What follows belongs to an exercise in optimizing a design on an open flow for a short achievable clock period and few clock cycles; a production flow would make more cautious choices.
Only simulation tests tie the RTL to the original design; equivalence was not proved.
Power and IR drop assume default switching activity.

==> design.v <==
`timescale 1ns / 1ps
module mips(
    input clk,
    input reset,
    output [11:2] im_addr,
    input [31:0] im_rdata,
    output [11:2] dm_addr,
    output [31:0] dm_wdata,
    output dm_we,
    input [31:0] dm_rdata,
    output wb_en,
    output [4:0] wb_reg,
    output [31:0] wb_data,
    output [31:0] wb_pc
    );
    reg [31:0] pc_f;
    reg        v_d;
    reg [31:0] pc_d;
    reg [4:0]  rs_d, rt_d;
    reg [15:0] imm_d;
    reg [25:0] jidx_d;
    reg [31:1] srs_d, srt_d;         
    reg        addu_d, subu_d, jr_d, j_d, jal_d, beq_d, ori_d, lui_d, lw_d, sw_d;
    reg [4:0]  dst_d;
    reg        wr_d, urs_d, urt_d, bpt_d, early_d;
    reg        v_e;
    reg [31:0] pc_e, a_e, b_e, sd_e, ev_e, alt_e;
    reg [4:0]  dst_e;
    reg        wr_e, early_e, lw_e, sw_e, mem_e, beq_e, sub_e, or_e, predt_e;
    reg        fa_e, fb_e, fs_alu_e, fs_lw_e;
    reg [31:0] pc_m, ao_m, sd_m;
    reg [11:2] da_m;
    reg [4:0]  dst_m;
    reg        wr_m, lw_m, we_m;
    reg [31:0] pc_w, wd_w;
    reg [4:0]  dst_w;
    reg        wr_w;
    reg [31:0] regs [1:31];
    wire [5:0]  f_op = im_rdata[31:26];
    wire [5:0]  f_fn = im_rdata[5:0];
    wire [4:0]  f_rs = im_rdata[25:21];
    wire [4:0]  f_rt = im_rdata[20:16];
    wire [4:0]  f_rd = im_rdata[15:11];
    wire f_isR  = (f_op == 6'h00);
    wire f_addu = f_isR && (f_fn == 6'h21);
    wire f_subu = f_isR && (f_fn == 6'h23);
    wire f_jr   = f_isR && (f_fn == 6'h08);
    wire f_j    = (f_op == 6'h02);
    wire f_jal  = (f_op == 6'h03);
    wire f_beq  = (f_op == 6'h04);
    wire f_ori  = (f_op == 6'h0d);
    wire f_lui  = (f_op == 6'h0f);
    wire f_lw   = (f_op == 6'h23);
    wire f_sw   = (f_op == 6'h2b);
    wire [4:0] f_dst = (f_addu || f_subu) ? f_rd :
                       (f_ori || f_lui || f_lw) ? f_rt :
                       f_jal ? 5'd31 : 5'd0;
    wire f_urs = f_addu || f_subu || f_ori || f_lw || f_sw || f_beq || f_jr;
    wire f_urt = f_addu || f_subu || f_beq;
    wire [31:1] f_srs, f_srt;
    genvar g;
    generate
        for (g = 1; g < 32; g = g + 1) begin : sel
            assign f_srs[g] = (f_rs == g);
            assign f_srt[g] = (f_rt == g);
        end
    endgenerate
    wire d_addu = v_d && addu_d;
    wire d_subu = v_d && subu_d;
    wire d_jr   = v_d && jr_d;
    wire d_j    = v_d && j_d;
    wire d_jal  = v_d && jal_d;
    wire d_beq  = v_d && beq_d;
    wire d_ori  = ori_d;
    wire d_lui  = lui_d;
    wire d_lw   = v_d && lw_d;
    wire d_sw   = v_d && sw_d;
    wire d_wr   = v_d && wr_d;
    wire d_urs  = v_d && urs_d;
    wire d_urt  = v_d && urt_d;
    reg [31:0] grf_rs, grf_rt;
    integer k;
    always @(*) begin
        grf_rs = 32'd0;
        grf_rt = 32'd0;
        for (k = 1; k < 32; k = k + 1) begin
            grf_rs = grf_rs | ({32{srs_d[k]}} & regs[k]);
            grf_rt = grf_rt | ({32{srt_d[k]}} & regs[k]);
        end
    end
    wire e_rs = v_e && wr_e && (dst_e == rs_d);
    wire m_rs = wr_m && (dst_m == rs_d);
    wire e_rt = v_e && wr_e && (dst_e == rt_d);
    wire m_rt = wr_m && (dst_m == rt_d);
    wire [31:0] res_m = lw_m ? dm_rdata : ao_m;
    wire [31:0] fv_rs = e_rs ? ev_e : m_rs ? res_m : grf_rs;
    wire [31:0] fv_rt = e_rt ? ev_e : m_rt ? res_m : grf_rt;
    wire [31:0] pc8_d = pc_d + 32'd8;
    wire [31:0] d_ev = jal_d ? pc8_d : lui_d ? {imm_d, 16'd0} : {16'd0, imm_d};
    wire stall = (v_e && lw_e && wr_e &&
                  ((dst_e == rs_d && d_urs) || (dst_e == rt_d && d_urt))) ||
                 (d_jr && e_rs && !early_e) ||
                 (d_jr && m_rs && lw_m);
    wire [31:0] btarget = pc_d + 32'd4 + {{14{imm_d[15]}}, imm_d, 2'b00};
    wire d_predt = d_j || d_jal || d_jr || (d_beq && bpt_d);
    wire [31:0] d_target = (j_d || jal_d) ? {pc_d[31:28], jidx_d, 2'b00} :
                           jr_d ? fv_rs : btarget;
    wire [31:0] d_alt = bpt_d ? pc8_d : btarget;
    wire [31:0] ea = fa_e ? ao_m : a_e;
    wire [31:0] eb = fb_e ? ao_m : b_e;
    wire [31:0] esum = ea + (sub_e ? ~eb : eb) + {31'd0, sub_e};
    wire [31:0] eres = or_e ? (ea | eb) : esum;
    wire eeq = (ea == eb);
    wire mispredict = v_e && beq_e && (eeq != predt_e);
    always @(posedge clk) begin
        if (reset)
            pc_f <= 32'h00003000;
        else if (mispredict)
            pc_f <= alt_e;
        else if (!stall)
            pc_f <= (d_predt) ? d_target : pc_f + 32'd4;
        if (reset)
            v_d <= 1'b0;
        else if (!stall)
            v_d <= !mispredict;
        if (!stall) begin
            pc_d    <= pc_f;
            rs_d    <= f_rs;
            rt_d    <= f_rt;
            imm_d   <= im_rdata[15:0];
            jidx_d  <= im_rdata[25:0];
            srs_d   <= f_srs;
            srt_d   <= f_srt;
            addu_d  <= f_addu;
            subu_d  <= f_subu;
            jr_d    <= f_jr;
            j_d     <= f_j;
            jal_d   <= f_jal;
            beq_d   <= f_beq;
            ori_d   <= f_ori;
            lui_d   <= f_lui;
            lw_d    <= f_lw;
            sw_d    <= f_sw;
            dst_d   <= f_dst;
            wr_d    <= (f_dst != 5'd0);
            urs_d   <= f_urs;
            urt_d   <= f_urt;
            bpt_d   <= (f_rs == f_rt) || im_rdata[15];
            early_d <= f_jal || f_lui || (f_ori && f_rs == 5'd0);
        end
        if (reset)
            v_e <= 1'b0;
        else
            v_e <= !stall && v_d;
        pc_e    <= pc_d;
        a_e     <= jal_d ? pc8_d : fv_rs;
        b_e     <= (addu_d || subu_d || beq_d) ? fv_rt :
                   lui_d ? {imm_d, 16'd0} :
                   ori_d ? {16'd0, imm_d} :
                   jal_d ? 32'd0 : {{16{imm_d[15]}}, imm_d};
        sd_e    <= fv_rt;
        ev_e    <= d_ev;
        alt_e   <= d_alt;
        dst_e   <= dst_d;
        wr_e    <= d_wr;
        early_e <= early_d;
        lw_e    <= lw_d;
        sw_e    <= sw_d;
        mem_e   <= d_lw || d_sw;
        beq_e   <= beq_d;
        sub_e   <= subu_d;
        or_e    <= ori_d;
        predt_e <= bpt_d;
        fa_e    <= e_rs && d_urs && !lw_e && !early_e;
        fb_e    <= e_rt && d_urt && !lw_e && !early_e;
        fs_alu_e <= e_rt && d_sw && !lw_e && !early_e;
        fs_lw_e  <= e_rt && d_sw && lw_e;
        if (reset) begin
            wr_m <= 1'b0;
            we_m <= 1'b0;
        end else begin
            wr_m <= v_e && wr_e;
            we_m <= v_e && sw_e;
        end
        pc_m  <= pc_e;
        ao_m  <= eres;
        if (v_e && mem_e)
            da_m <= esum[11:2];
        sd_m  <= fs_lw_e ? dm_rdata : fs_alu_e ? ao_m : sd_e;
        dst_m <= dst_e;
        lw_m  <= lw_e;
        if (reset)
            wr_w <= 1'b0;
        else
            wr_w <= wr_m;
        if (wr_m) begin
            pc_w  <= pc_m;
            wd_w  <= res_m;
            dst_w <= dst_m;
        end
    end
    integer i;
    always @(posedge clk) begin
        if (reset) begin
            for (i = 1; i < 32; i = i + 1)
                regs[i] <= 32'd0;
        end else if (wr_m) begin
            regs[dst_m] <= res_m;
        end
    end
    assign im_addr  = pc_f[11:2];
    assign dm_addr  = da_m;
    assign dm_wdata = sd_m;
    assign dm_we    = we_m;
    assign wb_en    = wr_w;
    assign wb_reg   = dst_w;
    assign wb_data  = wd_w;
    assign wb_pc    = pc_w;
endmodule
==> run.sh <==
#!/bin/bash
# synth_recipe.tcl (not shown) runs the flow's synth.tcl, then flattens the netlist and writes it again
# the make line also repeats each setting of config.mk as NAME=value (left out here)
make -C /OpenROAD-flow-scripts/flow DESIGN_CONFIG=/design/flow/config.mk WORK_HOME=/design/flow/orfs CLKGATE_MAP_FILE= SYNTH_SCRIPT=/design/flow/synth_recipe.tcl finish
==> config.mk <==
export PLATFORM = sky130hd
export DESIGN_NAME = mips
export DESIGN_NICKNAME = mips
export VERILOG_FILES = /design/flow/design.v
export SDC_FILE = /design/flow/constraint.sdc
export NUM_CORES = 4
export LEC_CHECK = 0
export CAP_MARGIN = 20
export CORE_MARGIN = 2
export CORE_UTILIZATION = 35
export PLACE_DENSITY = 0.45
export SETUP_SLACK_MARGIN = 5
export SLEW_MARGIN = 20
==> constraint.sdc <==
create_clock -name core_clock -period 8.5 [get_ports {clk}]
set_input_delay 1.7000 -clock core_clock [delete_from_list [all_inputs] [get_ports {clk}]]
set_output_delay 1.7000 -clock core_clock [all_outputs]
set_load 0.01 [all_outputs]
==> implementation parameters <==
Parameter                              Value

Worst setup path
  CP Launch Type    register
  Worst r2r dst    pc_f[20]$_SDFFE_PP0P_
  Standard cell with the maximum stage delay on the critical path    sky130_fd_sc_hd__dfxtp_4
  Most common cell type on the critical path    sky130_fd_sc_hd__buf_12
  WS Path Type    reg -> reg
  Critical path's top delay family    simple AND/OR/NAND/NOR gates
  Arrival time of the worst setup path    between 4000 and 5000 ps
  Worst Setup End Kind    register
  Crit path to    pc_f[20]$_SDFFE_PP0P_
  Worst r2r path cells    16
  Worst-path fanout max    8
  Biggest cell delay along the critical path    roughly 430 ps
  Launch point of the critical path    fb_e$_DFF_P_
  Data required time of the worst path    9260 ps
  Register-to-register setup slack    roughly 4700 ps
  Worst Path Buf+Inv    5
  Cell-by-cell listing of the critical path    buf_12 > buf_12 > buf_12 > buf_12 > mux2i_4 > ha_4 > nor4_4 > nand4_1 > nor2_4 > xor2_4 > nand2_2 > buf_12 > nand2_8 > o31ai_1 > a311o_1 > o32ai_1
  Logic depth of the worst path, buffers included    16
  R2r startpoint    fb_e$_DFF_P_

Floorplanning
  Die outline area    approximately 210000 um2
  # IOs    around 190
  Floorplan row count    about 170
  Die X    455 um
  Initial Utilization    0.352
  Placeable Area    202000 um2
  Die height    roughly 460 um

Power and ir drop
  Switching power of the nets    just over 6 mW
  Total power after layout    a little over 20 mW
  Comb pwr share    0.150
  Switching Fraction    0.302
  Proportion of power drawn by the clock network    0.403
  Power per cell area    233 nW/um2
  Leakage Power    32.1 nW
  Sequential power share    0.447
  Total internal power    14.1 mW
  IR drop worst, VDD    0.241 mV

Timing
  Clock period minus final worst setup slack    around 3800 ps
  Setup repair after global routing missed its margin    yes
  Period utilization    0.444
  Headroom to the max-slew limit    0.145
  Hold Worst Slack    between 300 and 400 ps
  Worst Slack Setup Final    around 4700 ps
  Number of max-slew violations in the final report    0
  Setup_tns    0 ps
  Achievable Freq    265 MHz
  Final-report setup violation count    0
  Fin Clk Skew    roughly 54 ps
  Measured slew at the worst slew-check pin    around 1300 ps
  Final hold violations    0

Placed design
  Placement Cell Area    between 70000 and 80000 um2
  Count of placed standard cells including taps    between 8000 and 9000
  Number of input and output port buffers inserted    about 190
  Setup Slack @ Placement    approximately 2500 ps
  Final HPWL from detailed placement    roughly 250000 um
  Gpl congestion    between 0.9 and 1

Layout
  Count of fill cells added during filler insertion    between 15000 and 20000
  Area of all placed cells without fillers    86500 um2
  Area growth from synthesis to layout    21.4%
  Number of nets in the layout    approximately 6500
  Footprint of the multi-input gates    approximately 28000 um2
  Area occupied by registers    43400 um2
  Most common cell after layout, fill and taps aside    sky130_fd_sc_hd__edfxtp_1
  Share of layout cells above drive strength 1    0.155
  Number of non-filler instances in the completed layout    9200
  Leading cell types in the layout, fill and taps excluded    sky130_fd_sc_hd__edfxtp_1, sky130_fd_sc_hd__nor2_1, sky130_fd_sc_hd__a22o_1
  Post-Route Utilization    0.427

Detailed routing
  Highest layer used for signal routing    met5
  ANT nets after route    0
  Via density    6.84
  Routed wirelength normalized by instance count    ~43 um
  Routed via count    62916
  First drt pass iteration count    17
  Total met2 wirelength after detailed routing    between 150000 and 200000 um
  DRC violation total after the first TritonRoute iteration    approximately 13000
  Wire length after detailed routing    399000 um
  Post-Route M1 WL    roughly 150000 um
  WL met3    about 55000 um
  Residual DRC    0

CTS
  Hold buffer count at CTS    0
  CTS Root Cell    sky130_fd_sc_hd__clkbuf_16
  Skew-Pair Late Insertion Delay    880 ps
  CTS sink count    1558
  CTS H-Tree Depth    4
  CTS clk-pin slew, worst paths    approximately 70 ps
  Clock Tree Buf Depth    3
  Number of buffers added by the clock tree synthesis step    around 180
  Clock tree from TritonCTS    built

Global route
  Number of antenna violations at the first check in global routing    22
  Number of global-route vias before repair    58193
  Global-route wire length before repair    between 500000 and 600000 um
  Overflow after GRT    0
  Largest net degree at the start of global routing    91
  Total routing resource utilization after global routing    0.373

Run
  Max-cap violations    0

Min path
  Worst min-delay path class    reg -> reg

Synthesis
  Netlist cell types    between 80 and 90
  Post-synthesis sequential area ratio    0.608
  Number of enable-type register cells in the synthesized netlist    1211
  Ys async rst share    0
  Syn Std Cell Area    ~70000 um2
  Primary FF master, synth    sky130_fd_sc_hd__edfxtp_1
  Gate count after technology mapping    approximately 6100
  Yosys warns    1
  Number of storage elements in the synthesis netlist    about 1600
  Syn Area/Cell    approximately 12 um2
  Net count of the mapped netlist    ~6300

Outcome
  Result of the run    complete, no violations
[repair_timing]
action | 4_1_cts | 5_1_grt
buffers inserted | 78 | 36
endpoints found under the setup margin | 1857 | 465
resized for setup | 303 | 146
pin swaps | 44 | 55
gates cloned | 9 | 4
[flip-flops by register name, indices dropped and copies added, names as in the netlist, 7 cells and up]
name and count:
pc_e 30, regs 992, b_e 32, pc_f 32, srt_d 31, alt_e 32
da_m 10, imm_d 15, wd_w 32, ao_m 32, srs_d 31, a_e 32
jidx_d 7, pc_m 32, pc_d 32, pc_w 32, ev_e 32, sd_m 32
sd_e 32
[cell usage after synthesis (6+ instances only)]
| cell | number | area (um2) |
|---|---|---|
| sky130_fd_sc_hd__xor2_1 | 46 | 403 |
| sky130_fd_sc_hd__nor3b_1 | 12 | 90.1 |
| sky130_fd_sc_hd__buf_1 | 36 | 135 |
| sky130_fd_sc_hd__edfxtp_1 | 1211 | 36400 |
| sky130_fd_sc_hd__xnor2_1 | 89 | 780 |
| sky130_fd_sc_hd__and3_1 | 35 | 219 |
| sky130_fd_sc_hd__buf_4 | 10 | 75.1 |
| sky130_fd_sc_hd__nand2b_1 | 27 | 169 |
| sky130_fd_sc_hd__nor2b_1 | 6 | 37.5 |
| sky130_fd_sc_hd__a21oi_1 | 202 | 1010 |
| sky130_fd_sc_hd__nand3b_1 | 7 | 52.6 |
| sky130_fd_sc_hd__a21o_1 | 29 | 218 |
| sky130_fd_sc_hd__a221oi_1 | 452 | 3960 |
| sky130_fd_sc_hd__mux2_2 | 38 | 428 |
| sky130_fd_sc_hd__a21boi_0 | 7 | 52.6 |
| sky130_fd_sc_hd__a222oi_1 | 64 | 641 |
| sky130_fd_sc_hd__nor4_1 | 16 | 100 |
| sky130_fd_sc_hd__a211oi_1 | 41 | 308 |
| sky130_fd_sc_hd__nand3_1 | 49 | 245 |
| sky130_fd_sc_hd__nand4_1 | 155 | 970 |
| sky130_fd_sc_hd__o21a_1 | 14 | 105 |
| sky130_fd_sc_hd__clkbuf_1 | 459 | 1720 |
| sky130_fd_sc_hd__and4_1 | 6 | 52.6 |
| sky130_fd_sc_hd__dfxtp_1 | 347 | 6950 |
| sky130_fd_sc_hd__o22ai_1 | 22 | 138 |
| sky130_fd_sc_hd__a311oi_1 | 6 | 52.6 |
| sky130_fd_sc_hd__a22o_1 | 466 | 4080 |
| sky130_fd_sc_hd__or2_2 | 8 | 50.1 |
| sky130_fd_sc_hd__buf_2 | 21 | 105 |
| sky130_fd_sc_hd__or3_1 | 11 | 68.8 |
| sky130_fd_sc_hd__a31oi_1 | 18 | 113 |
| sky130_fd_sc_hd__nand2_1 | 250 | 938 |
| sky130_fd_sc_hd__o211ai_1 | 13 | 97.6 |
| sky130_fd_sc_hd__o31ai_1 | 9 | 67.6 |
| sky130_fd_sc_hd__nor3_1 | 102 | 510 |
| sky130_fd_sc_hd__mux2i_1 | 185 | 1850 |
| sky130_fd_sc_hd__nor2_1 | 1203 | 4520 |
| sky130_fd_sc_hd__ha_1 | 121 | 1510 |
| sky130_fd_sc_hd__o21ai_0 | 116 | 581 |
| sky130_fd_sc_hd__inv_1 | 100 | 375 |
| sky130_fd_sc_hd__and2_1 | 13 | 81.3 |
| sky130_fd_sc_hd__o31a_1 | 14 | 123 |
[area by class of cell]
| type | instances | share of cell area |
|---|---|---|
| Sequential cell | 1558 | 0.502 |
| Multi-Input combinational cell | 3951 | 0.322 |
| Timing Repair Buffer | 567 | 0.0633 |
| Clock buffer | 232 | 0.0555 |
| Tap cell | 2672 | 0.0387 |
| Clock inverter | 97 | 0.0142 |
| Inverter | 103 | 0.00459 |
| Antenna cell | 20 | 0.000579 |
[power by group through the flow]
stage | logic, mW | clock network, mW | registers, mW
floorplan | 1.35 | 0 | 8.91
global placement | 2.69 | 0 | 9.15
global route | 3.09 | 8.46 | 9.01
CTS | 2.82 | 8.17 | 8.97
detailed placement | 2.68 | 0 | 9.14
finish | 3.02 | 8.12 | 9.00
[how the worst min path moves through the flow]
stage / start / end / slack, ps / cells after the start
after floorplan: pc_e[10]$_DFF_P_ / pc_m[10]$_DFF_P_ / 310 / 0
after global placement: pc_e[12]$_DFF_P_ / pc_m[12]$_DFF_P_ / 310 / 0
after detailed placement: pc_e[10]$_DFF_P_ / pc_m[10]$_DFF_P_ / 310 / 0
after CTS: pc_e[24]$_DFF_P_ / pc_m[24]$_DFF_P_ / 330 / 0
after global routing: pc_e[19]$_DFF_P_ / pc_m[19]$_DFF_P_ / 330 / 0
final: pc_e[23]$_DFF_P_ / pc_m[23]$_DFF_P_ / 320 / 0
[cells by family (layout without fill, tap and decap cells)]
logic type / Yosys count / count (layout) / synth area share
mux: 224 / 224 / 0.0322
compound gates: 1544 / 1544 / 0.171
buf+inv: 629 / 999 / 0.0340
fa+ha+maj: 123 / 123 / 0.0218
flops: 1558 / 1558 / 0.608
other cells: 0 / 20 / 0
simple gates: 1918 / 1925 / 0.116
xor+xnor: 135 / 135 / 0.0166
[metal layers]
metal / global-route usage / up-vias
li1: - / 24103
met1: 0.458 / 31066
met2: 0.531 / 5832
met3: 0.148 / 1882
met4: 0.261 / 33
met5: 0.0129 / -
Testbench counts, summed over its fixed seeds: cycles 61,848.

-- re-timing with driven ports --
In the flow no input, the clock included, has a driving cell. The finished layout below was timed again as built, in two steps.
Step 1, drivers: a clkbuf_16 drives clk and a buf_2 each remaining input, both assumed.
Step 2 moves the port delays by t, midway between the first and last clock arrival at a register: inputs arrive t later, outputs are due t later. That takes back most of the time a late clock gives input paths.
a / b / c = ideal / step 1 / step 2; a / b = the first two.
t, ns: 0.949
setup slack, ns: 4.724 / 4.724 / 4.005
worst setup path after step 2: input to register
pins driven straight from the clock port: 1
After both steps this run still meets setup and hold. The setup slack of this run moves by 0.000 ns with the drivers and by -0.719 ns with both steps.
